Source: an optimization exercise on an open RTL-to-GDS flow (aim: small area). Production flows keep margins and buffers that such runs may drop. The RTL was checked by simulation tests, not by an equivalence proof against the original design.

==> design/flow/design.v <==
module guitar_cpu (clock, reset, strum, buttons, intersections,
	imem_addr, imem_data, dmem_addr, dmem_wdata, dmem_we, dmem_rdata, score);
	input clock, reset, strum;
	input [3:0] buttons, intersections;
	output [11:0] imem_addr;
	input [31:0] imem_data;
	output [11:0] dmem_addr;
	output [31:0] dmem_wdata;
	output dmem_we;
	input [31:0] dmem_rdata;
	output reg [31:0] score;
	reg [31:0] pc;
	reg [31:0] fd_ir;
	reg [31:0] dx_ir, dx_a, dx_b;
	reg        adv;    
	reg [31:0] xm_o, xm_b;
	reg [4:0]  xm_rd;
	reg        xm_w, xm_lw, xm_jal, xm_nb, xm_sw;
	reg [31:0] mw_o;
	reg [4:0]  mw_rd;
	reg        mw_w, mw_lw, mw_jal;
	reg        wm_sel;   
	reg        new_s, old_s, g0, g1, g2, inc;
	wire [4:0] fo = fd_ir[31:27];
	wire f_rtype = fo == 5'b00000;
	wire f_addi  = fo == 5'b00101;
	wire f_lw    = fo == 5'b01000;
	wire f_sw    = fo == 5'b00111;
	wire f_bne   = fo == 5'b00010;
	wire f_blt   = fo == 5'b00110;
	wire f_jr    = fo == 5'b00100;
	wire f_bex   = fo == 5'b10110;
	wire [4:0] reg_a = (f_rtype | f_addi | f_sw | f_lw) ? fd_ir[21:17] :
	                   (f_bne | f_blt | f_jr) ? fd_ir[26:22] :
	                   f_bex ? 5'd30 : 5'd0;
	wire [4:0] reg_b = (f_rtype | f_addi) ? fd_ir[16:12] :
	                   (f_bne | f_blt) ? fd_ir[21:17] :
	                   (f_sw | f_lw) ? fd_ir[26:22] : 5'd0;
	wire [4:0] f_rt  = f_rtype ? fd_ir[16:12] :
	                   (f_addi | f_lw | f_sw) ? fd_ir[26:22] :
	                   (f_bne | f_blt) ? fd_ir[21:17] : 5'd0;
	wire [4:0] xo = dx_ir[31:27];
	wire x_rtype = xo == 5'b00000;
	wire x_addi  = xo == 5'b00101;
	wire x_lw    = xo == 5'b01000;
	wire x_sw    = xo == 5'b00111;
	wire x_bne   = xo == 5'b00010;
	wire x_blt   = xo == 5'b00110;
	wire x_jal   = xo == 5'b00011;
	wire x_j     = xo == 5'b00001;
	wire x_jr    = xo == 5'b00100;
	wire x_setx  = xo == 5'b10101;
	wire x_bex   = xo == 5'b10110;
	wire [4:0] x_rs = (x_rtype | x_addi | x_sw | x_lw) ? dx_ir[21:17] :
	                  (x_bne | x_blt | x_jr) ? dx_ir[26:22] :
	                  x_bex ? 5'd30 : 5'd0;
	wire [4:0] x_rt = x_rtype ? dx_ir[16:12] :
	                  (x_addi | x_lw | x_sw) ? dx_ir[26:22] :
	                  (x_bne | x_blt) ? dx_ir[21:17] : 5'd0;
	wire stall = x_lw & ((fd_ir[21:17] == dx_ir[26:22]) |
	                     ((fd_ir[16:12] == dx_ir[26:22]) & ~f_sw));
	wire gsel1 = g2 | g1;
	wire gsel0 = (~g2 & g0) | g2;
	wire inject = gsel1 | gsel0;
	wire mx_a = (xm_rd == x_rs) & ~xm_nb & (xm_rd != 5'd0);
	wire mx_b = (xm_rd == x_rt) & ~xm_nb & (xm_rd != 5'd0);
	wire [31:0] byp_a = mx_a ? xm_o : dx_a;
	wire [31:0] byp_b = mx_b ? xm_o : dx_b;
	wire [31:0] imm_s = {{15{dx_ir[16]}}, dx_ir[16:0]};
	wire [31:0] imm_t = {5'b0, dx_ir[26:0]};
	wire [31:0] alu_a = x_setx ? 32'b0 : byp_a;
	wire [31:0] alu_b = (x_addi | x_sw | x_lw) ? imm_s :
	                    x_setx ? imm_t :
	                    x_bex ? 32'b0 : byp_b;
	wire [2:0] aop = x_rtype ? dx_ir[4:2] : {2'b0, x_bne | x_blt | x_bex};
	wire [4:0] shamt = dx_ir[11:7];
	wire sub = aop[0] & ~aop[1];
	wire [31:0] cb = sub ? ~alu_b : alu_b;
	wire [31:0] sum = alu_a + cb + {31'b0, aop[0]};
	wire ovf = (~alu_a[31] & ~cb[31] & sum[31]) | (alu_a[31] & cb[31] & ~sum[31]);
	wire lt = (alu_a[31] & ~cb[31] & sum[31]) | (alu_a[31] & cb[31]) |
	          (~alu_a[31] & cb[31] & sum[31]);
	wire ne = |sum;
	function [31:0] rev(input [31:0] x);
		integer j;
		begin
			for (j = 0; j < 32; j = j + 1) rev[j] = x[31-j];
		end
	endfunction
	wire sh_left = ~aop[0];
	wire [31:0] sh_in = sh_left ? rev(byp_a) : byp_a;
	wire sh_fill = ~sh_left & byp_a[31];
	wire [63:0] sh_ext = {{32{sh_fill}}, sh_in};
	wire [63:0] sh_out = sh_ext >> shamt;
	wire [31:0] shr = sh_out[31:0];
	wire [31:0] shl = rev(shr);
	reg [31:0] res;
	always @* begin
		case (aop)
			3'd0, 3'd1: res = sum;
			3'd2: res = byp_a & byp_b;
			3'd3: res = byp_a | byp_b;
			3'd4: res = shl;
			3'd5: res = shr;
			default: res = 32'b0;
		endcase
	end
	wire branch = (x_blt & lt) | (x_bne & ne) | x_jal | x_j | x_jr | (x_bex & ne);
	wire [17:0] imm_m1 = {dx_ir[16], dx_ir[16:0]} - 18'd1;
	wire [31:0] pcx_b = x_jal ? 32'hffffffff : {{14{imm_m1[17]}}, imm_m1};
	wire [31:0] pcx = pc + pcx_b + {31'b0, ~adv};
	wire [31:0] target = x_jr ? byp_a :
	                     (x_j | x_jal | x_bex) ? imm_t : pcx;
	wire to_r30 = ovf | x_setx;
	assign imem_addr = pc[11:0];
	wire [31:0] pc_next = branch ? target : pc + 32'd1;
	wire [31:0] fetched = branch ? 32'b0 : imem_data;
	wire [31:0] fd_in = ~inject ? fetched :
	                    ~gsel1 ? (inc ? 32'h28800002 : 32'h28800000) :
	                    ~gsel0 ? 32'h28400001 : 32'b0;
	wire flush = stall | branch;
	wire [31:0] wb_data = mw_lw ? dmem_rdata : mw_o;
	wire rf_we = mw_w | mw_jal;
	wire [4:0] rf_wa = mw_w ? mw_rd : 5'd31;
	reg [31:0] rf [1:31];
	reg [31:1] valid;
	reg [31:0] rb_hold;
	reg ph_p, ph_n;
	wire ph = ph_p ^ ph_n;
	always @(posedge clock)
		if (rf_we && rf_wa != 5'd0) rf[rf_wa] <= wb_data;
	always @(posedge clock or posedge reset)
		if (reset) valid <= 31'b0;
		else if (rf_we && rf_wa != 5'd0) valid[rf_wa] <= 1'b1;
	always @(posedge clock or posedge reset)
		if (reset) ph_p <= 1'b1;
		else ph_p <= ~ph_p;
	wire [4:0] rp_addr = ph ? reg_a : reg_b;
	wire [31:0] rp_sel = {valid, 1'b0} & (32'd1 << rp_addr);
	wire [31:0] rp;
	genvar gb, gj;
	generate
		for (gb = 0; gb < 32; gb = gb + 1) begin: rpb
			wire [10:0] g;
			for (gj = 0; gj < 10; gj = gj + 1) begin: rpt
				rf_aoi3 u_aoi(.s0(rp_sel[3*gj+1]), .d0(rf[3*gj+1][gb]),
				              .s1(rp_sel[3*gj+2]), .d1(rf[3*gj+2][gb]),
				              .s2(rp_sel[3*gj+3]), .d2(rf[3*gj+3][gb]),
				              .y(g[gj]));
			end
			assign g[10] = ~(rp_sel[31] & rf[31][gb]);
			rf_nand11 u_or(.g(g), .y(rp[gb]));
		end
	endgenerate
	wire wt_b = rf_we & (rf_wa == reg_b) & (rf_wa != 5'd0);
	always @(posedge clock)
		rb_hold <= wt_b ? wb_data : rp;
	wire [31:0] rd_a = rp;
	wire [31:0] rd_b = rb_hold;
	wire [31:0] xm_wb = xm_lw ? dmem_rdata : xm_jal ? xm_b : xm_o;
	wire wx_a = (xm_rd == reg_a) & ~xm_nb & (xm_rd != 5'd0) & ~flush;
	wire wx_b = (xm_rd == f_rt) & ~xm_nb & (xm_rd != 5'd0) & ~flush;
	assign dmem_addr = xm_o[11:0];
	assign dmem_we = xm_sw;
	assign dmem_wdata = wm_sel ? dmem_rdata : xm_b;
	always @(negedge clock or posedge reset) begin
		if (reset) begin
			pc <= 32'b0; fd_ir <= 32'b0;
			dx_ir <= 32'b0; adv <= 1'b0; dx_a <= 32'b0; dx_b <= 32'b0;
			xm_o <= 32'b0; xm_b <= 32'b0; xm_rd <= 5'b0;
			xm_w <= 1'b0; xm_lw <= 1'b0; xm_jal <= 1'b0; xm_nb <= 1'b0; xm_sw <= 1'b0;
			wm_sel <= 1'b0;
			ph_n <= 1'b0; new_s <= 1'b0; old_s <= 1'b0; g0 <= 1'b0; g1 <= 1'b0; g2 <= 1'b0; inc <= 1'b0;
		end else begin
			if (~stall & ~inject) pc <= pc_next;
			if (~stall) fd_ir <= fd_in;
			dx_ir <= flush ? 32'b0 : fd_ir;
			adv <= ~inject;
			dx_a <= wx_a ? xm_wb : rd_a;
			dx_b <= wx_b ? xm_wb : rd_b;
			xm_o <= ovf ? 32'd1 : res;
			xm_b <= x_jal ? pcx : byp_b;    
			xm_rd <= to_r30 ? 5'd30 : dx_ir[26:22];
			xm_w <= to_r30 | x_rtype | x_addi | x_lw;
			xm_lw <= ~to_r30 & x_lw;
			xm_jal <= ~to_r30 & x_jal;
			xm_nb <= ~to_r30 & (x_sw | x_bne | x_blt);
			xm_sw <= ~to_r30 & x_sw;
			wm_sel <= xm_lw & (xm_rd == dx_ir[26:22]) & x_sw & ~to_r30;
			new_s <= strum; old_s <= new_s;
			ph_n <= ph_p;
			inc <= buttons == intersections;
			g0 <= (~g2 & ~g1 & ~g0 & new_s & ~old_s) | (~g2 & g1 & ~g0) | (g2 & ~g1 & ~g0);
			g1 <= (~g2 & ~g1 & g0) | (~g2 & g1 & ~g0);
			g2 <= (g2 & ~g1 & ~g0) | (~g2 & g1 & g0);
		end
	end
	always @(posedge clock) begin
		mw_o <= xm_jal ? xm_b : xm_o; mw_rd <= xm_rd;
		mw_w <= xm_w; mw_lw <= xm_lw; mw_jal <= xm_jal;
	end
	always @(posedge clock or posedge reset)
		if (reset) score <= 32'b0;
		else if (mw_rd == 5'd28 && wb_data != 32'd1) score <= wb_data;
endmodule
module rf_aoi3 (s0, d0, s1, d1, s2, d2, y);
	input s0, d0, s1, d1, s2, d2;
	output y;
	assign y = ~((s0 & d0) | (s1 & d1) | (s2 & d2));
endmodule
module rf_nand11 (g, y);
	input [10:0] g;
	output y;
	assign y = ~&g;
endmodule
==> design/flow/flow/run.sh <==
#!/bin/bash
# The standard layout (the standard.sh: standard synthesis, floorplan,
# power grid, placement, CTS, routing), with two arguments changed:
#  - CTS: clkbuf_4 buffers on clusters of at most 8 sinks (40 um), and no
#    dummy loads; this keeps flip-flop clock-pin slews near 115 ps;
#  - port buffers use the smallest buffer cell (every port still gets one).
set -euo pipefail
export CTS_ARGS="-sink_clustering_enable -repair_clock_nets -dont_use_dummy_load -buf_list {sky130_fd_sc_hd__clkbuf_4} -sink_clustering_size 8 -sink_clustering_max_diameter 40"
export BUFFER_PORTS_ARGS="-buffer_cell sky130_fd_sc_hd__buf_1"
bash standard.sh > standard_flow.log 2>&1
==> design/flow/standard.sh <==
#!/bin/bash
# synth_recipe.tcl (not shown) runs the flow's synth.tcl, then flattens the netlist and writes it again
# the make line also repeats each setting of config.mk as NAME=value (left out here)
make -C /OpenROAD-flow-scripts/flow DESIGN_CONFIG=/design/flow/config.mk WORK_HOME=/design/flow/orfs CLKGATE_MAP_FILE= SYNTH_SCRIPT=/design/flow/synth_recipe.tcl "${@:-finish}"
==> design/flow/config.mk <==
export PLATFORM = sky130hd
export DESIGN_NAME = guitar_cpu
export DESIGN_NICKNAME = guitar_cpu
export VERILOG_FILES = /design/flow/design.v
export SDC_FILE = /design/flow/constraint.sdc
export NUM_CORES = 4
export LEC_CHECK = 0
export CAP_MARGIN = 20
export CORE_MARGIN = 2
export CORE_UTILIZATION = 55
export SLEW_MARGIN = 20
export SYNTH_HIERARCHICAL = 1
==> design/flow/constraint.sdc <==
create_clock -name core_clock -period 12.0 [get_ports {clock}]
set_input_delay 2.4000 -clock core_clock [delete_from_list [all_inputs] [get_ports {clock}]]
set_output_delay 2.4000 -clock core_clock [all_outputs]
set_load 0.01 [all_outputs]
==> out/results.md, run 1 <==
Outcome
* **result of the run** timing/DRC/antenna clean

Die
* **Row Count** 122
* **die height** 337 um
* **Die Width** 337 um
* **die footprint** 0.114 mm2
* **ports placed on the boundary** 164
* **Initial Util** 0.553
* **core box area** 0.110 mm2

Global route
* **wire length of the first global-routing pass** 307000 um
* **maximum number of pins on one net before global-route repair** 90
* **antenna violations before repair** 7
* **global-route congestion overflow total** 0
* **Overall Global Routing Usage** 0.383
* **vias in the first global route** 41475

Logic synthesis
* **number of synthesized register bits** 1371
* **Seq/Total Area, Yosys** 0.638
* **Warnings, synthesis** 7
* **FFs w/ async S/R, synth** 0.224
* **commonest register cell after synthesis** sky130_fd_sc_hd__edfxtp_1
* **mean post-synth cell area** 13.6 um2
* **biggest area contributors in the synthesized netlist** sky130_fd_sc_hd__edfxtp_1 49%, sky130_fd_sc_hd__dfrtn_1 10%, sky130_fd_sc_hd__a222oi_1 5.3%
* **proportion of netlist area held by the largest area contributor** 0.488
* **cell taking the most area after synthesis** sky130_fd_sc_hd__edfxtp_1
* **synthesized cell area** 0.0610 mm2
* **count of cell types in the netlist** 92
* **count of flip-flops with a built-in enable after synthesis** 992
* **Cells after Synth** 4477

Clock network
* **number of clock sinks** 1371
* **Resized Gates After CTS** 0
* **TritonCTS clock tree** done
* **number of clock buffers inserted by TritonCTS** 205
* **Clk pin slew, worst setup/hold paths** 0.08 ns
* **source-to-sink clock delay at the later pin of the worst-skew pair** 1.15 ns
* **hold-fix buffer count after cts** 0
* **buffers inserted by post-CTS timing repair** 0
* **Bufs on Longest Clock Path** 3
* **H-tree levels** 4
* **buffer type at the clock tree root** sky130_fd_sc_hd__clkbuf_4

Finish
* **synthesis-to-finish area growth** 8.07%
* **Layout Cells excl Fill** 6309
* **Net count, final** 4967
* **summed area of non-filler cells in the final layout** 0.0659 mm2
* **Reg area** 0.0389 mm2
* **fillcell total** 8946
* **area of the multi-input gates** 0.0211 mm2
* **ratio of cells with drive above 1 in the final layout** 0.138
* **fraction of the core area covered by cells at the end of the flow** 0.597

Worst hold path
* **worst hold path stage count** 0
* **origin of the worst min-delay path** new_s
* **path category of the worst min-delay check** flop to flop
* **Worst Hold Path EP** old_s

Setup path
* **r2r worst-path depth** 10
* **WS Path Type** flop to flop
* **required time of the worst setup path** 6.75 ns
* **critical path capture point type** flop
* **data arrival time of the worst path** 5.65 ns
* **CP Cell Sequence** xnor2_1 > mux2i_1 > nand2b_1 > nor2b_1 > and3_1 > buf_4 > a222oi_1 > nand4_1 > or3_1 > mux2_2
* **largest driver fanout on the critical path** 16
* **Slowest cell on crit path** sky130_fd_sc_hd__or3_1
* **stage delay of the slowest cell on the critical path** 0.69 ns
* **worst reg2reg path startpoint** ph_p
* **worst-case register-to-register setup slack** 1.10 ns
* **kind of launch point of the worst setup path** flop
* **RR Endpoint** dx_a[2]

Placement
* **Final Wtd Congestion** 1.05
* **# placed instances** 6086
* **PortBufs** 163
* **cell area reported after detailed placement** 0.0642 mm2
* **HPWL Detailed** 148000 um
* **pre-CTS setup slack** 1.10 ns

Detailed routing
* **DRC** 0
* **post-detailed-routing wire length** 219000 um
* **number of detailed-routing iterations run before antenna repair** 9
* **ratio of routed vias to standard cells** 6.95
* **initial drt markers** 7363
* **Via Count** 43859
* **number of nets with antenna violations after detailed routing** 0
* **average routed wire per standard cell** 34.7 um

STA
* **crit path setup slack, layout** 1.10 ns
* **setup clock skew after layout** 0.311 ns
* **final count of pins violating max slew** 0
* **slew at the pin with the worst max-slew slack** 1.17 ns
* **Setup Viol. Count Final** 0
* **unrepaired setup endpoints after global routing** no
* **final number of hold-violating endpoints** 0
* **headroom to the max-slew limit** 0.201

Flow run
* **Maximum Capacitance Violations** 0

cell type report:
class | instances | area share
Timing Repair Buffer | 351 | 0.0335
Multi-Input combinational cell | 2804 | 0.319
Clock buffer | 205 | 0.0234
Antenna cell | 14 | 0.000532
Inverter | 76 | 0.00439
Tap cell | 1488 | 0.0283
Sequential cell | 1371 | 0.590
Yosys cell counts (65+ instances only):
| library cell | count |
|---|---|
| sky130_fd_sc_hd__xor2_1 | 65 |
| sky130_fd_sc_hd__mux2i_1 | 221 |
| sky130_fd_sc_hd__o21ai_0 | 132 |
| sky130_fd_sc_hd__clkbuf_1 | 146 |
| sky130_fd_sc_hd__a21oi_1 | 226 |
| sky130_fd_sc_hd__inv_1 | 74 |
| sky130_fd_sc_hd__a222oi_1 | 325 |
| sky130_fd_sc_hd__edfxtp_1 | 992 |
| sky130_fd_sc_hd__mux2_2 | 148 |
| sky130_fd_sc_hd__dfrtn_1 | 243 |
| sky130_fd_sc_hd__and3_1 | 93 |
| sky130_fd_sc_hd__nand2_1 | 258 |
| sky130_fd_sc_hd__xnor2_1 | 81 |
| sky130_fd_sc_hd__dfxtp_1 | 72 |
| sky130_fd_sc_hd__nor2_1 | 283 |
| sky130_fd_sc_hd__ha_1 | 78 |
| sky130_fd_sc_hd__nand3_1 | 89 |
| sky130_fd_sc_hd__nand4_1 | 98 |
per-module statistics from Yosys (local to each module, per instance):
module | times used | flip-flops and latches | cells inside
guitar_cpu | 1 | 1371 | 4029
rf_aoi3 | 320 | 0 | 1
rf_nand11 | 32 | 0 | 4
sequential cells by signal, summed over array words and instances (netlist names), 5 cells and up:
name	flops
dx_a	32
dx_b	32
dx_ir	32
fd_ir	32
mw_o	32
mw_rd	5
pc	32
rb_hold	32
rf	992
score	32
valid	31
xm_b	32
xm_o	32
xm_rd	5
worst max path at each step:
stage / startpoint / endpoint / slack, ns / cells past startpoint
2_1_floorplan: reset / adv / -0.32 / 1
3_3_place_gp: fd_ir[28] / rb_hold[10] / 1.20 / 16
3_5_place_dp: fd_ir[28] / rb_hold[18] / 1.10 / 16
4_1_cts: wm_sel / dmem_wdata[1] / 1.21 / 3
5_1_grt: fd_ir[31] / rb_hold[29] / 0.92 / 14
6_report: ph_p / dx_a[2] / 1.10 / 10
layout by cell type, fill, tap and decap left out, drive strengths merged, types with 72 or more instances in the layout:
master | Yosys | routed
edfxtp | 992 | 992
buf | 78 | 351
a222oi | 325 | 325
nor2 | 286 | 286
nand2 | 258 | 258
dfrtn | 243 | 243
a21oi | 226 | 226
mux2i | 221 | 221
clkbuf | 148 | 205
mux2 | 179 | 179
o21ai | 133 | 133
nand4 | 98 | 98
and3 | 93 | 93
nand3 | 89 | 89
xnor2 | 81 | 81
ha | 78 | 78
dfxtp | 72 | 72
inv | 76 | 72
worst max-delay path, delay by kind of cell, from the launching register on:
kind            cells  cell delay, ns
compound gates      1            0.34
xor+xnor            1            0.67
mux                 2            0.86
simple gates        5            2.02
buf+inv             1            0.33
flops               1            0.38
per-stage QoR:
step,TNS [ns],hold WS [ns]
after floorplan,-78.21,0.315
after global placement,0,0.342
after detailed placement,0,0.345
after CTS,0,0.344
after global routing,0,0.360
final,0,0.343
metal layers:
layer / routed length (um) / share of wire / track usage
met5: 0 / 0 / 0
met4: 16100 / 0.074 / 0.240
met3: 21400 / 0.098 / 0.0693
met2: 98400 / 0.45 / 0.587
met1: 82800 / 0.38 / 0.508
cells by family after synthesis:
group,synth area share
flip-flops,0.638
XOR/XNOR,0.0210
AND/OR/NAND/NOR,0.0873
adder cells (fa/ha/maj),0.0224
multiplexers,0.0786
buffers and inverters,0.0220
AO/OA/AOI/OAI,0.131
==> inputs of run 2 (changes only) <==
--- a/design/flow/design.v
+++ b/design/flow/design.v
@@ -68,43 +68,11 @@
 	wire [31:0] byp_b = mx_b ? xm_o : dx_b;
 	wire [31:0] imm_s = {{15{dx_ir[16]}}, dx_ir[16:0]};
 	wire [31:0] imm_t = {5'b0, dx_ir[26:0]};
-	wire [31:0] alu_a = x_setx ? 32'b0 : byp_a;
-	wire [31:0] alu_b = (x_addi | x_sw | x_lw) ? imm_s :
-	                    x_setx ? imm_t :
-	                    x_bex ? 32'b0 : byp_b;
-	wire [2:0] aop = x_rtype ? dx_ir[4:2] : {2'b0, x_bne | x_blt | x_bex};
-	wire [4:0] shamt = dx_ir[11:7];
-	wire sub = aop[0] & ~aop[1];
-	wire [31:0] cb = sub ? ~alu_b : alu_b;
-	wire [31:0] sum = alu_a + cb + {31'b0, aop[0]};
-	wire ovf = (~alu_a[31] & ~cb[31] & sum[31]) | (alu_a[31] & cb[31] & ~sum[31]);
-	wire lt = (alu_a[31] & ~cb[31] & sum[31]) | (alu_a[31] & cb[31]) |
-	          (~alu_a[31] & cb[31] & sum[31]);
-	wire ne = |sum;
-	function [31:0] rev(input [31:0] x);
-		integer j;
-		begin
-			for (j = 0; j < 32; j = j + 1) rev[j] = x[31-j];
-		end
-	endfunction
-	wire sh_left = ~aop[0];
-	wire [31:0] sh_in = sh_left ? rev(byp_a) : byp_a;
-	wire sh_fill = ~sh_left & byp_a[31];
-	wire [63:0] sh_ext = {{32{sh_fill}}, sh_in};
-	wire [63:0] sh_out = sh_ext >> shamt;
-	wire [31:0] shr = sh_out[31:0];
-	wire [31:0] shl = rev(shr);
-	reg [31:0] res;
-	always @* begin
-		case (aop)
-			3'd0, 3'd1: res = sum;
-			3'd2: res = byp_a & byp_b;
-			3'd3: res = byp_a | byp_b;
-			3'd4: res = shl;
-			3'd5: res = shr;
-			default: res = 32'b0;
-		endcase
-	end
+	wire [31:0] res;
+	wire ovf, lt, ne;
+	alu_blk u_alu(.byp_a(byp_a), .byp_b(byp_b), .imm_s(imm_s), .imm_t(imm_t), .dx_ir(dx_ir),
+		.x_setx(x_setx), .x_addi(x_addi), .x_sw(x_sw), .x_lw(x_lw), .x_bex(x_bex),
+		.x_rtype(x_rtype), .x_bne(x_bne), .x_blt(x_blt), .res(res), .ovf(ovf), .lt(lt), .ne(ne));
 	wire branch = (x_blt & lt) | (x_bne & ne) | x_jal | x_j | x_jr | (x_bex & ne);
 	wire [17:0] imm_m1 = {dx_ir[16], dx_ir[16:0]} - 18'd1;
 	wire [31:0] pcx_b = x_jal ? 32'hffffffff : {{14{imm_m1[17]}}, imm_m1};
@@ -213,3 +181,45 @@
 	output y;
 	assign y = ~&g;
 endmodule
+module alu_blk(byp_a, byp_b, imm_s, imm_t, dx_ir, x_setx, x_addi, x_sw, x_lw, x_bex, x_rtype, x_bne, x_blt, res, ovf, lt, ne);
+	input [31:0] byp_a, byp_b, imm_s, imm_t, dx_ir;
+	input x_setx, x_addi, x_sw, x_lw, x_bex, x_rtype, x_bne, x_blt;
+	output reg [31:0] res;
+	output ovf, lt, ne;
+	wire [31:0] alu_a = x_setx ? 32'b0 : byp_a;
+	wire [31:0] alu_b = (x_addi | x_sw | x_lw) ? imm_s :
+	                    x_setx ? imm_t :
+	                    x_bex ? 32'b0 : byp_b;
+	wire [2:0] aop = x_rtype ? dx_ir[4:2] : {2'b0, x_bne | x_blt | x_bex};
+	wire [4:0] shamt = dx_ir[11:7];
+	wire sub = aop[0] & ~aop[1];
+	wire [31:0] cb = sub ? ~alu_b : alu_b;
+	wire [31:0] sum = alu_a + cb + {31'b0, aop[0]};
+	assign ovf = (~alu_a[31] & ~cb[31] & sum[31]) | (alu_a[31] & cb[31] & ~sum[31]);
+	assign lt = (alu_a[31] & ~cb[31] & sum[31]) | (alu_a[31] & cb[31]) |
+	          (~alu_a[31] & cb[31] & sum[31]);
+	assign ne = |sum;
+	function [31:0] rev(input [31:0] x);
+		integer j;
+		begin
+			for (j = 0; j < 32; j = j + 1) rev[j] = x[31-j];
+		end
+	endfunction
+	wire sh_left = ~aop[0];
+	wire [31:0] sh_in = sh_left ? rev(byp_a) : byp_a;
+	wire sh_fill = ~sh_left & byp_a[31];
+	wire [63:0] sh_ext = {{32{sh_fill}}, sh_in};
+	wire [63:0] sh_out = sh_ext >> shamt;
+	wire [31:0] shr = sh_out[31:0];
+	wire [31:0] shl = rev(shr);
+	always @* begin
+		case (aop)
+			3'd0, 3'd1: res = sum;
+			3'd2: res = byp_a & byp_b;
+			3'd3: res = byp_a | byp_b;
+			3'd4: res = shl;
+			3'd5: res = shr;
+			default: res = 32'b0;
+		endcase
+	end
+endmodule
==> out/results.md, run 2 <==
Logic synthesis
* **synthesized cell area** 0.0609 mm2, -0.21%
* **Warnings, synthesis** 8, +1
* **share of the synthesized netlist area taken by xor and xnor gates** 0.0193, -0.00168
* **cell taking the most area after synthesis** sky130_fd_sc_hd__edfxtp_1
* **arithmetic-cell share of the synthesized area counting full adders, half adders and majority gates** 0.0213, -0.00106
* **simple-gate share of the synthesized area** 0.0823, -0.00508
* **biggest area contributors in the synthesized netlist** sky130_fd_sc_hd__edfxtp_1 49%, sky130_fd_sc_hd__dfrtn_1 10%, sky130_fd_sc_hd__mux2_2 5.7%
* **mean post-synth cell area** 14.2 um2, +4.3%
* **Seq/Total Area, Yosys** 0.639, +0.00135
* **dominant cell by count in the synthesized netlist** sky130_fd_sc_hd__edfxtp_1
* **proportion of netlist area held by the largest area contributor** 0.490, +0.00103
* **multiplexer share of the synthesized area** 0.0910, +0.0124
* **top cells by instance count after synthesis** 992 x sky130_fd_sc_hd__edfxtp_1, 342 x sky130_fd_sc_hd__a222oi_1, 306 x sky130_fd_sc_hd__mux2_2, 243 x sky130_fd_sc_hd__dfrtn_1, 231 x sky130_fd_sc_hd__nand2_1
* **count of flip-flops with a built-in enable after synthesis** 992, unchanged
* **commonest register cell after synthesis** sky130_fd_sc_hd__edfxtp_1
* **number of synthesized register bits** 1371, unchanged
* **synthesized-area fraction occupied by ao, oa, aoi and oai cells** 0.127, -0.00384
* **count of cell types in the netlist** 103, +12%
* **combinational family with the most area after synthesis** compound AO/OA/AOI/OAI gates
* **Cells after Synth** 4285, -4.3%
* **FFs w/ async S/R, synth** 0.224, unchanged

STA
* **final number of hold-violating endpoints** 0, unchanged
* **final count of pins violating max slew** 0, unchanged
* **slew at the pin with the worst max-slew slack** 1.16 ns, -0.00344 ns
* **unrepaired setup endpoints after global routing** no
* **headroom to the max-slew limit** 0.224, +0.0224
* **crit path setup slack, layout** 0.664 ns, -0.433 ns
* **Setup Viol. Count Final** 0, unchanged
* **Post-Route Hold Slack** 0.333 ns, -0.00914 ns
* **setup clock skew after layout** 0.254 ns, -0.0573 ns

Flow run
* **Maximum Capacitance Violations** 0, unchanged

Clock network
* **buffers inserted by post-CTS timing repair** 0, unchanged
* **Clk pin slew, worst setup/hold paths** 0.06 ns, -0.02 ns
* **H-tree levels** 4, unchanged
* **TritonCTS clock tree** done
* **number of clock buffers inserted by TritonCTS** 210, +2.4%
* **Resized Gates After CTS** 0, unchanged
* **Bufs on Longest Clock Path** 3, unchanged
* **hold-fix buffer count after cts** 0, unchanged
* **number of clock sinks** 1371, unchanged
* **source-to-sink clock delay at the later pin of the worst-skew pair** 1.13 ns, -0.02 ns
* **buffer type at the clock tree root** sky130_fd_sc_hd__clkbuf_4

Finish
* **ratio of cells with drive above 1 in the final layout** 0.173, +0.0352
* **synthesis-to-finish area growth** 7.20%
* **max FFs per register** 992, unchanged
* **fillcell total** 8904, -0.47%
* **register name with the most flops** rf
* **leading cell types in the layout, fill and taps excluded** 992 x sky130_fd_sc_hd__edfxtp_1, 342 x sky130_fd_sc_hd__a222oi_1, 306 x sky130_fd_sc_hd__mux2_2, 243 x sky130_fd_sc_hd__dfrtn_1, 231 x sky130_fd_sc_hd__nand2_1
* **most common cell after layout, fill and taps aside** sky130_fd_sc_hd__edfxtp_1
* **Net count, final** 4722, -4.9%
* **summed area of non-filler cells in the final layout** 0.0652 mm2, -1.0%

Setup path
* **stage delay of the slowest cell on the critical path** 1.17 ns, +0.48 ns
* **WS Path Type** flop to primary output
* **data arrival time of the worst path** 8.94 ns, +3.29 ns
* **largest driver fanout on the critical path** 13, -3
* **CP Cell Sequence** buf_4 > mux2_2 > buf_1
* **Slowest cell on crit path** sky130_fd_sc_hd__dfrtn_1
* **required time of the worst setup path** 9.60 ns, +2.85 ns
* **critical path capture point type** primary output
* **kind of launch point of the worst setup path** flop

Detailed routing
* **DRC** 0, unchanged
* **number of nets with antenna violations after detailed routing** 0, unchanged
* **initial drt markers** 6824, -7.3%
* **number of detailed-routing iterations run before antenna repair** 9, unchanged
* **Via Count** 42185, -3.8%
* **average routed wire per standard cell** 33.4 um, -3.7%
* **post-detailed-routing wire length** 203000 um, -7.4%
* **ratio of routed vias to standard cells** 6.95, about the same

Global route
* **Overall Global Routing Usage** 0.355, -0.0278
* **global-route congestion overflow total** 0, unchanged
* **maximum number of pins on one net before global-route repair** 148, +64%
* **antenna violations before repair** 12, +5
* **vias in the first global route** 39927, -3.7%
* **wire length of the first global-routing pass** 289000 um, -5.9%

Die
* **Row Count** 122, unchanged
* **Initial Util** 0.552, about the same
* **ports placed on the boundary** 164, unchanged
* **die footprint** 0.113 mm2, -0.21%
* **Die Width** 337 um, -0.10%
* **die height** 337 um, -0.10%
* **core box area** 0.110 mm2, -0.14%

Placement
* **pre-CTS setup slack** 1.49 ns, +0.392 ns
* **cell area reported after detailed placement** 0.0636 mm2, -0.93%
* **HPWL Detailed** 135000 um, -8.4%
* **PortBufs** 163, unchanged
* **Final Wtd Congestion** 1.05, +0.51%

Worst hold path
* **path category of the worst min-delay check** flop to flop

Outcome
* **result of the run** timing/DRC/antenna clean

==> run 2: cell types whose count changed after synthesis, moves of 27 or more <==
cell                       change
sky130_fd_sc_hd__mux2_2      +158
sky130_fd_sc_hd__mux2i_1     -153
sky130_fd_sc_hd__nor2_1       -98
sky130_fd_sc_hd__a21oi_1      -74
sky130_fd_sc_hd__nor2b_1      +59
sky130_fd_sc_hd__and3_1       -39
sky130_fd_sc_hd__o21bai_1     -35
sky130_fd_sc_hd__mux2_4       +30
sky130_fd_sc_hd__and2_1       +29
sky130_fd_sc_hd__a22oi_1      +28
sky130_fd_sc_hd__nand2_1      -27
==> run 2: stage by stage <==
step / setup TNS (ns) / utilization / cells
finish: 0 / 0.592 / 6068
global route: 0 / 0.592 / 6059
CTS: 0 / 0.592 / 6057
detailed placement: 0 / 0.577 / 5847
global placement: 0 / 0.577 / 5846
floorplan: -78.21 / - / 4289
==> run 2: critical path: cells and delay by family (launching register included) <==
family                 cells  cell delay (ns)
buffers and inverters      2             0.52
DFF                        1             1.17
muxes                      1             0.35
==> run 2: metal layers <==
metal | GRT usage | up-vias | wire [um]
met5 | 0.00298 | - | 85
met1 | 0.497 | 21185 | 81600
met3 | 0.0687 | 515 | 19400
met4 | 0.172 | 8 | 10700
li1 | - | 17869 | -
met2 | 0.536 | 2608 | 90800
==> run 2: final cells by class <==
cell class | instances | area [um2] | area share
sequential | 1371 | 38900 | 0.597
inverter | 55 | 210 | 0.00322
multi-input combinational | 2653 | 21100 | 0.323
tap | 1488 | 1860 | 0.0285
clock buffer | 210 | 1580 | 0.0242
antenna | 11 | 27.5 | 0.000422
timing repair buffer | 280 | 1540 | 0.0237
==> run 2: per-module statistics from Yosys (local to each module, per instance) <==
| module | cells inside | area (um2) | copies in the design | flops+latches |
|---|---|---|---|---|
| guitar_cpu | 3008 | 50800 | 1 | 1371 |
| rf_nand11 | 4 | 23.8 | 32 | 0 |
| alu_blk | 829 | 6140 | 1 | 0 |
| rf_aoi3 | 1 | 10.0 | 320 | 0 |
==> run 2: worst paths after layout <==
path / slack, ns / from / end / cells after the start
max: 0.66 / wm_sel / dmem_wdata[31] / 3
min: 0.33 / new_s / old_s / 0
max reg2reg: 1.38 / fd_ir[31] / rb_hold[14] / 12
min reg2reg: 0.33 / new_s / old_s / 0
max in group asynchronous: 3.34 / reset / ph_n / 3
min in group asynchronous: 1.68 / reset / score[8] / 3
==> run 2: cell families after synthesis <==
family | count (synthesis)
other | 1
xor gates and xnor gates | 134
adders and majority gates | 107
buffers and inverters | 265
DFF | 1371
muxes | 453
AOI/OAI and AO/OA | 984
and+or+nand+nor | 970
==> inputs of run 3 (changes only) <==
--- a/design/flow/design.v
+++ b/design/flow/design.v
@@ -81,7 +81,9 @@
 	                     (x_j | x_jal | x_bex) ? imm_t : pcx;
 	wire to_r30 = ovf | x_setx;
 	assign imem_addr = pc[11:0];
-	wire [31:0] pc_next = branch ? target : pc + 32'd1;
+	wire [31:0] pc_inc;
+	pc_incr u_inc(.a(pc), .y(pc_inc));
+	wire [31:0] pc_next = branch ? target : pc_inc;
 	wire [31:0] fetched = branch ? 32'b0 : imem_data;
 	wire [31:0] fd_in = ~inject ? fetched :
 	                    ~gsel1 ? (inc ? 32'h28800002 : 32'h28800000) :
@@ -223,3 +225,16 @@
 		endcase
 	end
 endmodule
+module pc_incr(a, y);
+	input [31:0] a;
+	output [31:0] y;
+	wire [32:0] c;
+	assign c[0] = 1'b1;
+	genvar i;
+	generate
+		for (i = 0; i < 32; i = i + 1) begin: ha
+			assign y[i] = a[i] ^ c[i];
+			assign c[i+1] = a[i] & c[i];
+		end
+	endgenerate
+endmodule
--- a/design/flow/config.mk
+++ b/design/flow/config.mk
@@ -7,6 +7,6 @@
 export LEC_CHECK = 0
 export CAP_MARGIN = 20
 export CORE_MARGIN = 2
-export CORE_UTILIZATION = 55
+export CORE_UTILIZATION = 65
 export SLEW_MARGIN = 20
 export SYNTH_HIERARCHICAL = 1
==> out/results.md, run 3 <==
Global route
* **wire length of the first global-routing pass** 280000 um, -2.9%
* **global-route congestion overflow total** 0, unchanged
* **antenna violations before repair** 27, +15
* **vias in the first global route** 40333, +1.0%
* **maximum number of pins on one net before global-route repair** 109, -26%
* **Overall Global Routing Usage** 0.414, +0.0587

Placement
* **Final Wtd Congestion** 1.05, -0.35%
* **pre-CTS setup slack** 1.33 ns, -0.156 ns
* **PortBufs** 163, unchanged
* **HPWL Detailed** 130000 um, -3.7%
* **cell area reported after detailed placement** 0.0631 mm2, -0.91%

Logic synthesis
* **top cells by instance count after synthesis** 992 x sky130_fd_sc_hd__edfxtp_1, 335 x sky130_fd_sc_hd__a222oi_1, 324 x sky130_fd_sc_hd__mux2_2, 243 x sky130_fd_sc_hd__dfrtn_1, 240 x sky130_fd_sc_hd__nor2_1
* **FFs w/ async S/R, synth** 0.224, unchanged
* **synthesized cell area** 0.0606 mm2, -0.44%
* **proportion of netlist area held by the largest area contributor** 0.492, +0.00216
* **count of cell types in the netlist** 94, -8.7%
* **biggest area contributors in the synthesized netlist** sky130_fd_sc_hd__edfxtp_1 49%, sky130_fd_sc_hd__dfrtn_1 10%, sky130_fd_sc_hd__mux2_2 6.0%
* **commonest register cell after synthesis** sky130_fd_sc_hd__edfxtp_1
* **number of synthesized register bits** 1371, unchanged
* **dominant cell by count in the synthesized netlist** sky130_fd_sc_hd__edfxtp_1
* **Warnings, synthesis** 8, unchanged
* **Seq/Total Area, Yosys** 0.642, +0.00283
* **count of flip-flops with a built-in enable after synthesis** 992, unchanged
* **cell taking the most area after synthesis** sky130_fd_sc_hd__edfxtp_1
* **Cells after Synth** 4253, -0.75%
* **mean post-synth cell area** 14.2 um2, +0.31%

Worst hold path
* **Worst Hold Path EP** old_s
* **origin of the worst min-delay path** new_s
* **worst hold path stage count** 0, unchanged
* **path category of the worst min-delay check** flop to flop

Clock network
* **Clk pin slew, worst setup/hold paths** 0.06 ns, about the same
* **number of clock buffers inserted by TritonCTS** 199, -5.2%
* **Bufs on Longest Clock Path** 3, unchanged
* **source-to-sink clock delay at the later pin of the worst-skew pair** 1.18 ns, +0.05 ns
* **buffers inserted by post-CTS timing repair** 0, unchanged
* **H-tree levels** 4, unchanged
* **buffer type at the clock tree root** sky130_fd_sc_hd__clkbuf_4
* **Resized Gates After CTS** 0, unchanged
* **number of clock sinks** 1371, unchanged
* **hold-fix buffer count after cts** 0, unchanged
* **TritonCTS clock tree** done

STA
* **slew at the pin with the worst max-slew slack** 1.29 ns, +0.126 ns
* **crit path setup slack, layout** 0.932 ns, +0.268 ns
* **Setup Viol. Count Final** 0, unchanged
* **Post-Route Hold Slack** 0.324 ns, -0.00962 ns
* **headroom to the max-slew limit** 0.139, -0.0843
* **setup clock skew after layout** 0.273 ns, +0.0189 ns
* **final count of pins violating max slew** 0, unchanged
* **final number of hold-violating endpoints** 0, unchanged
* **unrepaired setup endpoints after global routing** no

Setup path
* **r2r worst-path depth** 13, +1
* **worst-case register-to-register setup slack** 1.31 ns, -0.07 ns
* **kind of launch point of the worst setup path** flop
* **required time of the worst setup path** 9.60 ns, about the same
* **RR Endpoint** rb_hold[12]
* **largest driver fanout on the critical path** 28, +15
* **WS Path Type** flop to primary output
* **data arrival time of the worst path** 8.67 ns, -0.27 ns
* **critical path capture point type** primary output
* **worst reg2reg path startpoint** fd_ir[31]

Die
* **Initial Util** 0.658, +0.106
* **core box area** 0.0921 mm2, -16%
* **ports placed on the boundary** 164, unchanged
* **Row Count** 111, -9.0%
* **Die Width** 309 um, -8.1%
* **die footprint** 0.0957 mm2, -16%
* **die height** 309 um, -8.1%

Finish
* **synthesis-to-finish area growth** 6.57%
* **Net count, final** 4706, -0.34%
* **max FFs per register** 992, unchanged
* **Reg area** 0.0389 mm2, unchanged
* **register name with the most flops** rf
* **ratio of cells with drive above 1 in the final layout** 0.167, -0.00624
* **leading cell types in the layout, fill and taps excluded** 992 x sky130_fd_sc_hd__edfxtp_1, 335 x sky130_fd_sc_hd__a222oi_1, 324 x sky130_fd_sc_hd__mux2_2, 243 x sky130_fd_sc_hd__dfrtn_1, 208 x sky130_fd_sc_hd__nor2_1
* **fillcell total** 6420, -28%
* **most common cell after layout, fill and taps aside** sky130_fd_sc_hd__edfxtp_1
* **summed area of non-filler cells in the final layout** 0.0646 mm2, -1.0%
* **area of the multi-input gates** 0.0209 mm2, -1.1%

Detailed routing
* **average routed wire per standard cell** 34.2 um, +2.4%
* **Via Count** 42577, +0.93%
* **number of nets with antenna violations after detailed routing** 0, unchanged
* **ratio of routed vias to standard cells** 7.37, +6.0%
* **post-detailed-routing wire length** 198000 um, -2.5%
* **DRC** 0, unchanged
* **number of detailed-routing iterations run before antenna repair** 12, +3
* **initial drt markers** 8267, +21%

Flow run
* **Maximum Capacitance Violations** 0, unchanged

Outcome
* **result of the run** timing/DRC/antenna clean

## run 3: changes by cell type after synthesis, sizes merged, moves of 14 or more
cell	delta
nor2	+53
inv	-16
o21bai	+14
mux2	-14
xor2	-32
mux2i	-15
a31oi	-14
xnor2	+30
o21ai	-21
ha	+29
nand2	-39
## run 3: worst max-delay path: stages, from the launching register on
cell and delay, ns:
sky130_fd_sc_hd__dfrtn_1 0.59, sky130_fd_sc_hd__buf_4 0.47, sky130_fd_sc_hd__mux2_2 0.47, sky130_fd_sc_hd__buf_1 0.17
## run 3: how the worst max path moves through the flow
stage / from / end / slack [ns]
6_report: wm_sel / dmem_wdata[27] / 0.93
4_1_cts: wm_sel / dmem_wdata[27] / 0.89
3_3_place_gp: fd_ir[31] / rb_hold[12] / 1.53
3_5_place_dp: fd_ir[31] / rb_hold[12] / 1.33
2_1_floorplan: reset / adv / -0.32
5_1_grt: dx_ir[28] / dx_a[0] / 0.88
## run 3: kinds of logic after synthesis
logic type	after synthesis	synth area share
AOI/OAI and AO/OA	963	0.125
other	1	0.0000619
adders and majority gates	137	0.0276
and+or+nand+nor	973	0.0820
buffers and inverters	249	0.0186
xor gates and xnor gates	132	0.0191
muxes	427	0.0856
DFF	1371	0.642
## run 3: layout make-up
| cell class | instances | share of cell area |
|---|---|---|
| sequential | 1371 | 0.603 |
| multi-input combinational | 2637 | 0.323 |
| timing repair buffer | 278 | 0.0242 |
| tap | 1243 | 0.0241 |
| clock buffer | 199 | 0.0231 |
| inverter | 39 | 0.00240 |
| antenna | 8 | 0.000310 |
## run 3: per-stage QoR
stage	utilization	setup TNS [ns]	instances
2_1_floorplan	-	-78.21	4257
3_3_place_gp	0.685	0	5568
3_5_place_dp	0.685	0	5568
4_1_cts	0.701	0	5767
5_1_grt	0.701	0	5771
6_report	0.701	0	5775
## run 3: metal layers
layer	track usage	wire, um
met5	0.00506	227
met1	0.569	72600
met4	0.209	11300
met3	0.126	28300
met2	0.602	85100
## run 3: modules after synthesis, one instance, submodules excluded
| module | cells inside | copies in the design |
|---|---|---|
| guitar_cpu | 2965 | 1 |
| alu_blk | 808 | 1 |
| pc_incr | 32 | 1 |
| rf_nand11 | 4 | 32 |
| rf_aoi3 | 1 | 320 |
==> inputs of run 4 (changes only) <==
--- a/design/flow/design.v
+++ b/design/flow/design.v
@@ -214,16 +214,14 @@
 	wire [63:0] sh_out = sh_ext >> shamt;
 	wire [31:0] shr = sh_out[31:0];
 	wire [31:0] shl = rev(shr);
-	always @* begin
-		case (aop)
-			3'd0, 3'd1: res = sum;
-			3'd2: res = byp_a & byp_b;
-			3'd3: res = byp_a | byp_b;
-			3'd4: res = shl;
-			3'd5: res = shr;
-			default: res = 32'b0;
-		endcase
-	end
+	wire r_sum = ~aop[2] & ~aop[1];
+	wire r_and = ~aop[2] & aop[1] & ~aop[0];
+	wire r_or  = ~aop[2] & aop[1] & aop[0];
+	wire r_shl = aop[2] & ~aop[1] & ~aop[0];
+	wire r_shr = aop[2] & ~aop[1] & aop[0];
+	always @*
+		res = ({32{r_sum}} & sum) | ({32{r_and}} & byp_a & byp_b) | ({32{r_or}} & (byp_a | byp_b)) |
+		      ({32{r_shl}} & shl) | ({32{r_shr}} & shr);
 endmodule
 module pc_incr(a, y);
 	input [31:0] a;
==> out/results.md, run 4 <==
Logic synthesis
* **Seq/Total Area, Yosys** 0.643, +0.00117
* **proportion of netlist area held by the largest area contributor** 0.493, +0.000895
* **count of cell types in the netlist** 97, +3.2%
* **mean post-synth cell area** 13.7 um2, -4.0%
* **top cells by instance count after synthesis** 992 x sky130_fd_sc_hd__edfxtp_1, 341 x sky130_fd_sc_hd__a222oi_1, 311 x sky130_fd_sc_hd__nand2_1, 243 x sky130_fd_sc_hd__dfrtn_1, 217 x sky130_fd_sc_hd__o21ai_0
* **Warnings, synthesis** 8, unchanged
* **FFs w/ async S/R, synth** 0.224, unchanged
* **biggest area contributors in the synthesized netlist** sky130_fd_sc_hd__edfxtp_1 49%, sky130_fd_sc_hd__dfrtn_1 10%, sky130_fd_sc_hd__a222oi_1 5.6%
* **cell taking the most area after synthesis** sky130_fd_sc_hd__edfxtp_1
* **synthesized cell area** 0.0605 mm2, -0.18%
* **dominant cell by count in the synthesized netlist** sky130_fd_sc_hd__edfxtp_1
* **Cells after Synth** 4423, +4.0%
* **commonest register cell after synthesis** sky130_fd_sc_hd__edfxtp_1
* **count of flip-flops with a built-in enable after synthesis** 992, unchanged
* **number of synthesized register bits** 1371, unchanged

Global route
* **wire length of the first global-routing pass** 294000 um, +4.8%
* **maximum number of pins on one net before global-route repair** 105, -3.7%
* **Overall Global Routing Usage** 0.435, +0.0213
* **vias in the first global route** 41822, +3.7%
* **antenna violations before repair** 9, -67%
* **global-route congestion overflow total** 0, unchanged

Detailed routing
* **average routed wire per standard cell** 34.9 um, +2.0%
* **post-detailed-routing wire length** 207000 um, +4.9%
* **number of nets with antenna violations after detailed routing** 0, unchanged
* **DRC** 0, unchanged
* **initial drt markers** 8833, +6.8%
* **number of detailed-routing iterations run before antenna repair** 13, +1
* **Via Count** 43967, +3.3%
* **ratio of routed vias to standard cells** 7.40, +0.40%

Die
* **die height** 309 um, about the same
* **core box area** 0.0919 mm2, -0.15%
* **die footprint** 0.0955 mm2, -0.18%
* **Initial Util** 0.658, about the same
* **Die Width** 309 um, about the same
* **ports placed on the boundary** 164, unchanged
* **Row Count** 111, unchanged

Clock network
* **Bufs on Longest Clock Path** 3, unchanged
* **number of clock sinks** 1371, unchanged
* **buffers inserted by post-CTS timing repair** 0, unchanged
* **hold-fix buffer count after cts** 0, unchanged
* **number of clock buffers inserted by TritonCTS** 200, +0.50%
* **H-tree levels** 4, unchanged
* **Clk pin slew, worst setup/hold paths** 0.06 ns, about the same
* **source-to-sink clock delay at the later pin of the worst-skew pair** 1.13 ns, -0.05 ns
* **Resized Gates After CTS** 0, unchanged
* **buffer type at the clock tree root** sky130_fd_sc_hd__clkbuf_4
* **TritonCTS clock tree** done

Setup path
* **stage delay of the slowest cell on the critical path** 1.01 ns, +0.42 ns
* **Top delay family on crit path** flip-flops
* **kind of launch point of the worst setup path** flop
* **critical path capture point type** primary output
* **worst-case register-to-register setup slack** 1.18 ns, -0.13 ns
* **number of buffer and inverter instances along the worst setup path** 2, unchanged
* **WS Path Type** flop to primary output
* **required time of the worst setup path** 9.60 ns, about the same
* **data arrival time of the worst path** 8.90 ns, +0.23 ns
* **largest driver fanout on the critical path** 17, -39%
* **CP Cell Sequence** buf_4 > mux2_2 > buf_1
* **Slowest cell on crit path** sky130_fd_sc_hd__dfrtn_1

Finish
* **Layout Cells excl Fill** 5940, +2.9%
* **Net count, final** 4869, +3.5%
* **summed area of non-filler cells in the final layout** 0.0644 mm2, -0.24%
* **max FFs per register** 992, unchanged
* **synthesis-to-finish area growth** 6.51%, about the same
* **register name with the most flops** rf
* **ratio of cells with drive above 1 in the final layout** 0.128, -0.0384
* **leading cell types in the layout, fill and taps excluded** 992 x sky130_fd_sc_hd__edfxtp_1, 341 x sky130_fd_sc_hd__a222oi_1, 310 x sky130_fd_sc_hd__nand2_1, 243 x sky130_fd_sc_hd__dfrtn_1, 216 x sky130_fd_sc_hd__o21ai_0
* **most common cell after layout, fill and taps aside** sky130_fd_sc_hd__edfxtp_1

Placement
* **Final Wtd Congestion** 1.08, +2.8%
* **PortBufs** 163, unchanged
* **# placed instances** 5730, +2.9%
* **HPWL Detailed** 134000 um, +3.1%
* **cell area reported after detailed placement** 0.0629 mm2, -0.26%

Flow run
* **Maximum Capacitance Violations** 0, unchanged

STA
* **final number of hold-violating endpoints** 0, unchanged
* **Setup Viol. Count Final** 0, unchanged
* **setup_tns** 0 ns, unchanged
* **Post-Route Hold Slack** 0.317 ns, -0.00712 ns
* **slew at the pin with the worst max-slew slack** 1.28 ns, -0.00869 ns
* **setup clock skew after layout** 0.257 ns, -0.0159 ns
* **final count of pins violating max slew** 0, unchanged
* **unrepaired setup endpoints after global routing** no
* **headroom to the max-slew limit** 0.145, +0.00580

Outcome
* **result of the run** timing/DRC/antenna clean

Worst hold path
* **path category of the worst min-delay check** flop to flop

## run 4: path summary, 6_finish.rpt
check | from | endpoint | cells after the start
worst max-delay path | wm_sel | dmem_wdata[24] | 3
max in group asynchronous | reset | ph_n | 3
worst min register to register | new_s | old_s | 0
worst max register to register | fd_ir[27] | rb_hold[14] | 13
min in group asynchronous | reset | score[25] | 3
worst min-delay path | new_s | old_s | 0
## run 4: kinds of logic (layout without fill, tap and decap cells)
group           Yosys count  count (layout)  share of synthesized area
other cells               1              15                  0.0000620
fa+ha+maj               137             137                     0.0276
mux                     316             316                     0.0627
simple gates           1071            1071                     0.0892
compound gates         1090            1090                      0.136
xor+xnor                133             133                     0.0193
flops                  1371            1371                      0.643
buf+inv                 304             564                     0.0215
## run 4: layer usage
layer | track usage | share of wire
met1 | 0.570 | 0.34
met2 | 0.645 | 0.44
met3 | 0.121 | 0.14
met4 | 0.279 | 0.071
met5 | 0.00455 | 0.00067
## run 4: through the flow
step,util,worst slack [ns]
floorplan,-,-0.322
global placement,0.684,1.43
detailed placement,0.684,1.28
CTS,0.700,0.647
global route,0.700,0.630
finish,0.701,0.696
## run 4: layout make-up
cell class / count / area, um2
antenna: 10 / 25.0
timing repair buffer: 283 / 1540
tap: 1243 / 1560
inverter: 81 / 313
clock buffer: 200 / 1500
sequential: 1371 / 38900
fill: 6420 / 27500
multi-input combinational: 2752 / 20600
## run 4: Yosys stat by module (local to each module, per instance)
module / area [um2] / cells inside / flops+latches / copies in the design
alu_blk: 6270 / 864 / 0 / 1
guitar_cpu: 49800 / 3079 / 1371 / 1
pc_incr: 388 / 32 / 0 / 1
rf_aoi3: 10.0 / 1 / 0 / 320
rf_nand11: 23.8 / 4 / 0 / 32
==> inputs of run 5 (changes only) <==
--- a/design/flow/config.mk
+++ b/design/flow/config.mk
@@ -7,6 +7,6 @@
 export LEC_CHECK = 0
 export CAP_MARGIN = 20
 export CORE_MARGIN = 2
-export CORE_UTILIZATION = 65
+export CORE_UTILIZATION = 75
 export SLEW_MARGIN = 20
 export SYNTH_HIERARCHICAL = 1
==> out/results.md, run 5 <==
Logic synthesis
* **number of synthesized register bits** 1371, unchanged
* **commonest register cell after synthesis** sky130_fd_sc_hd__edfxtp_1
* **Cells after Synth** 4423, unchanged
* **Warnings, synthesis** 8, unchanged
* **mean post-synth cell area** 13.7 um2, unchanged
* **FFs w/ async S/R, synth** 0.224, unchanged
* **cell taking the most area after synthesis** sky130_fd_sc_hd__edfxtp_1
* **dominant cell by count in the synthesized netlist** sky130_fd_sc_hd__edfxtp_1
* **top cells by instance count after synthesis** 992 x sky130_fd_sc_hd__edfxtp_1, 341 x sky130_fd_sc_hd__a222oi_1, 311 x sky130_fd_sc_hd__nand2_1, 243 x sky130_fd_sc_hd__dfrtn_1, 217 x sky130_fd_sc_hd__o21ai_0
* **Seq/Total Area, Yosys** 0.643, unchanged
* **biggest area contributors in the synthesized netlist** sky130_fd_sc_hd__edfxtp_1 49%, sky130_fd_sc_hd__dfrtn_1 10%, sky130_fd_sc_hd__a222oi_1 5.6%
* **count of cell types in the netlist** 97, unchanged
* **synthesized cell area** 0.0605 mm2, unchanged
* **count of flip-flops with a built-in enable after synthesis** 992, unchanged
* **proportion of netlist area held by the largest area contributor** 0.493, unchanged

Setup path
* **kind of launch point of the worst setup path** flop
* **worst-case register-to-register setup slack** 1.12 ns, -0.06 ns
* **required time of the worst setup path** 9.60 ns, about the same
* **CP Cell Sequence** buf_4 > mux2_2 > buf_1
* **WS Path Type** flop to primary output
* **critical path capture point type** primary output
* **data arrival time of the worst path** 8.89 ns, about the same
* **Slowest cell on crit path** sky130_fd_sc_hd__dfrtn_1
* **largest driver fanout on the critical path** 18, +1
* **stage delay of the slowest cell on the critical path** 1.07 ns, +0.06 ns

Worst hold path
* **path category of the worst min-delay check** flop to flop

STA
* **slew at the pin with the worst max-slew slack** 1.32 ns, +0.0384 ns
* **setup clock skew after layout** 0.298 ns, +0.0409 ns
* **headroom to the max-slew limit** 0.119, -0.0256
* **final number of hold-violating endpoints** 0, unchanged
* **unrepaired setup endpoints after global routing** no
* **final count of pins violating max slew** 0, unchanged
* **Setup Viol. Count Final** 0, unchanged

Clock network
* **source-to-sink clock delay at the later pin of the worst-skew pair** 1.17 ns, +0.04 ns
* **buffer type at the clock tree root** sky130_fd_sc_hd__clkbuf_4
* **Resized Gates After CTS** 0, unchanged
* **Bufs on Longest Clock Path** 3, unchanged
* **hold-fix buffer count after cts** 0, unchanged
* **number of clock buffers inserted by TritonCTS** 199, -0.50%
* **buffers inserted by post-CTS timing repair** 0, unchanged
* **number of clock sinks** 1371, unchanged
* **H-tree levels** 4, unchanged
* **TritonCTS clock tree** done
* **Clk pin slew, worst setup/hold paths** 0.06 ns, about the same

Die
* **core box area** 0.0802 mm2, -13%
* **die footprint** 0.0829 mm2, -13%
* **die height** 288 um, -6.8%
* **Die Width** 288 um, -6.8%
* **Initial Util** 0.754, +0.0967
* **ports placed on the boundary** 164, unchanged
* **Row Count** 104, -6.3%

Placement
* **HPWL Detailed** 130000 um, -3.4%
* **# placed instances** 5534, -3.4%
* **Final Wtd Congestion** 1.11, +2.7%
* **PortBufs** 163, unchanged

Global route
* **maximum number of pins on one net before global-route repair** 109, +3.8%
* **wire length of the first global-routing pass** 302000 um, +2.7%
* **Overall Global Routing Usage** 0.512, +0.0770
* **vias in the first global route** 44644, +6.7%
* **global-route congestion overflow total** 0, unchanged
* **antenna violations before repair** 17, +8

Detailed routing
* **number of detailed-routing iterations run before antenna repair** 13, unchanged
* **average routed wire per standard cell** 36.7 um, +5.1%
* **DRC** 0, unchanged
* **post-detailed-routing wire length** 211000 um, +1.6%
* **Via Count** 45991, +4.6%
* **number of nets with antenna violations after detailed routing** 0, unchanged
* **initial drt markers** 10941, +24%
* **ratio of routed vias to standard cells** 8.01, +8.2%

Finish
* **most common cell after layout, fill and taps aside** sky130_fd_sc_hd__edfxtp_1
* **fraction of the core area covered by cells at the end of the flow** 0.799, +0.0989
* **max FFs per register** 992, unchanged
* **Layout Cells excl Fill** 5741, -3.4%
* **leading cell types in the layout, fill and taps excluded** 992 x sky130_fd_sc_hd__edfxtp_1, 341 x sky130_fd_sc_hd__a222oi_1, 310 x sky130_fd_sc_hd__nand2_1, 243 x sky130_fd_sc_hd__dfrtn_1, 216 x sky130_fd_sc_hd__o21ai_0
* **ratio of cells with drive above 1 in the final layout** 0.126, -0.00240
* **synthesis-to-finish area growth** 5.96%
* **Net count, final** 4855, -0.29%
* **register name with the most flops** rf

Flow run
* **Maximum Capacitance Violations** 0, unchanged

Outcome
* **result of the run** timing/DRC/antenna clean

## run 5: cell types whose count changed in the layout (fill, tap and decap cells not counted), sizes merged
cell / change
buf: -13
clkbuf: -1
diode: -2
## run 5: path summary, 6_finish.rpt
| check | from | end | depth (start not counted) |
|---|---|---|---|
| worst min-delay path | new_s | old_s | 0 |
| worst max-delay path | wm_sel | dmem_wdata[17] | 3 |
| worst min register to register | new_s | old_s | 0 |
| worst max register to register | dx_ir[31] | dx_a[31] | 38 |
| min in group asynchronous | reset | score[27] | 3 |
| max in group asynchronous | reset | xm_o[1] | 3 |
## run 5: modules after synthesis (local to each module, per instance)
module      cell area (um2)  cells inside  times used
guitar_cpu            49800          3079           1
alu_blk                6270           864           1
pc_incr                 388            32           1
rf_nand11              23.8             4          32
rf_aoi3                10.0             1         320
## run 5: layer usage
layer  vias to the layer above  wire length [um]  GRT usage
li1                      18097                 -          -
met1                     21414             64400      0.634
met2                      5274             90500      0.741
met3                      1190             37300      0.205
met4                        16             18200      0.358
met5                         -               180          0
## run 5: logic make-up (layout without fill, tap and decap cells)
group	Yosys count	count (layout)	share of synthesized area
flops	1371	1371	0.643
compound gates	1090	1090	0.136
simple gates	1071	1071	0.0892
mux	316	316	0.0627
buf+inv	304	550	0.0215
fa+ha+maj	137	137	0.0276
xor+xnor	133	133	0.0193
other cells	1	13	0.0000620
## run 5: layout make-up
cell class | instances | area [um2]
fillers | 4437 | 16100
inverters | 81 | 313
repair buffers | 270 | 1440
multi-input cells | 2752 | 20600
well taps | 1060 | 1330
flip-flops and latches | 1371 | 38900
clock buffers | 199 | 1490
diodes | 8 | 20.0
## run 5: metrics by stage
stage	worst slack, ns	area, um2	hold slack [ns]	setup TNS, ns
after floorplan	-0.322	60500	0.307	-78.21
after detailed placement	1.53	62600	0.327	0
final	0.710	64100	0.318	0
after CTS	0.712	64100	0.320	0
after global placement	1.62	62600	0.317	0
after global routing	0.668	64100	0.336	0
## run 5: critical path, delay by kind of cell, from the launching register on
kind / cells / cell delay, ns
buffers and inverters: 2 / 0.53
DFF: 1 / 1.07
muxes: 1 / 0.38
==> inputs of run 6 (changes only) <==
--- a/design/flow/config.mk
+++ b/design/flow/config.mk
@@ -7,6 +7,6 @@
 export LEC_CHECK = 0
 export CAP_MARGIN = 20
 export CORE_MARGIN = 2
-export CORE_UTILIZATION = 75
+export CORE_UTILIZATION = 85
 export SLEW_MARGIN = 20
 export SYNTH_HIERARCHICAL = 1
==> out/results.md, run 6 <==
Logic synthesis
* **Seq/Total Area, Yosys** 0.643, unchanged
* **Warnings, synthesis** 8, unchanged
* **commonest register cell after synthesis** sky130_fd_sc_hd__edfxtp_1
* **FFs w/ async S/R, synth** 0.224, unchanged
* **count of cell types in the netlist** 97, unchanged
* **cell taking the most area after synthesis** sky130_fd_sc_hd__edfxtp_1
* **dominant cell by count in the synthesized netlist** sky130_fd_sc_hd__edfxtp_1
* **Cells after Synth** 4423, unchanged
* **count of flip-flops with a built-in enable after synthesis** 992, unchanged
* **combinational family with the most area after synthesis** compound AO/OA/AOI/OAI gates
* **arithmetic-cell share of the synthesized area counting full adders, half adders and majority gates** 0.0276, unchanged
* **number of synthesized register bits** 1371, unchanged
* **simple-gate share of the synthesized area** 0.0892, unchanged
* **synthesized cell area** 0.0605 mm2, unchanged
* **proportion of netlist area held by the largest area contributor** 0.493, unchanged
* **mean post-synth cell area** 13.7 um2, unchanged
* **multiplexer share of the synthesized area** 0.0627, unchanged
* **top cells by instance count after synthesis** 992 x sky130_fd_sc_hd__edfxtp_1, 341 x sky130_fd_sc_hd__a222oi_1, 311 x sky130_fd_sc_hd__nand2_1, 243 x sky130_fd_sc_hd__dfrtn_1, 217 x sky130_fd_sc_hd__o21ai_0
* **biggest area contributors in the synthesized netlist** sky130_fd_sc_hd__edfxtp_1 49%, sky130_fd_sc_hd__dfrtn_1 10%, sky130_fd_sc_hd__a222oi_1 5.6%
* **synthesized-area fraction occupied by ao, oa, aoi and oai cells** 0.136, unchanged
* **share of the synthesized netlist area taken by xor and xnor gates** 0.0193, unchanged

Die
* **Initial Util** 0.861, +0.106
* **Die Width** 271 um, -6.0%
* **ports placed on the boundary** 164, unchanged
* **Row Count** 97, -6.7%
* **die height** 271 um, -6.0%

Clock network
* **number of clock sinks** 1371, unchanged
* **buffer type at the clock tree root** sky130_fd_sc_hd__clkbuf_4
* **Resized Gates After CTS** 0, unchanged
* **hold-fix buffer count after cts** 0, unchanged
* **Bufs on Longest Clock Path** 3, unchanged
* **buffers inserted by post-CTS timing repair** 0, unchanged
* **number of clock buffers inserted by TritonCTS** 197, -1.0%
* **H-tree levels** 4, unchanged

Placement
* **Final Wtd Congestion** 1.18, +6.6%
* **pre-CTS setup slack** 1.27 ns, -0.256 ns
* **HPWL Detailed** 140000 um, +7.6%
* **# placed instances** 5425, -2.0%
* **PortBufs** 163, unchanged

Outcome
* **halt point of the flow** 5_1_grt
* **result of the run** aborted with a tool error
* **error message** [ERROR GRT-0232] Routing congestion too high. Check the congestion heatmap in the GUI.

Global route
* **maximum number of pins on one net before global-route repair** 121
* **Overall Global Routing Usage** 0.820
* **global-route congestion overflow total** 70

run 6: cell counts after synthesis:
No cell type changed its count.
run 6: logic make-up after synthesis:
family / count (synthesis)
flip-flops: 1371
AO/OA/AOI/OAI: 1090
AND/OR/NAND/NOR: 1071
multiplexers: 316
buffers and inverters: 304
adder cells (fa/ha/maj): 137
XOR/XNOR: 133
other: 1
run 6: stage by stage:
stage                util  instance area (um2)  hold WS (ns)
floorplan               -                60500         0.307
global placement    0.889                62500         0.321
detailed placement  0.889                62500         0.344
CTS                 0.910                64000         0.342
run 6: Yosys stat by module, one instance, submodules excluded:
module      times used  area (um2)
guitar_cpu           1       49800
alu_blk              1        6270
pc_incr              1         388
rf_nand11           32        23.8
rf_aoi3            320        10.0
run 6: worst max path at each step:
stage,startpoint,endpoint,slack (ns),depth (start not counted)
after floorplan,reset,adv,-0.32,1
after global placement,dx_ir[31],dx_a[26],1.64,38
after detailed placement,fd_ir[27],rb_hold[5],1.27,14
after CTS,fd_ir[31],rb_hold[14],0.77,13
run 6: metal layers:
metal  GRT overflow  track usage
met5              0        0.451
met4             38        0.788
met2             31        0.934
met1              0        0.830
met3              1        0.724
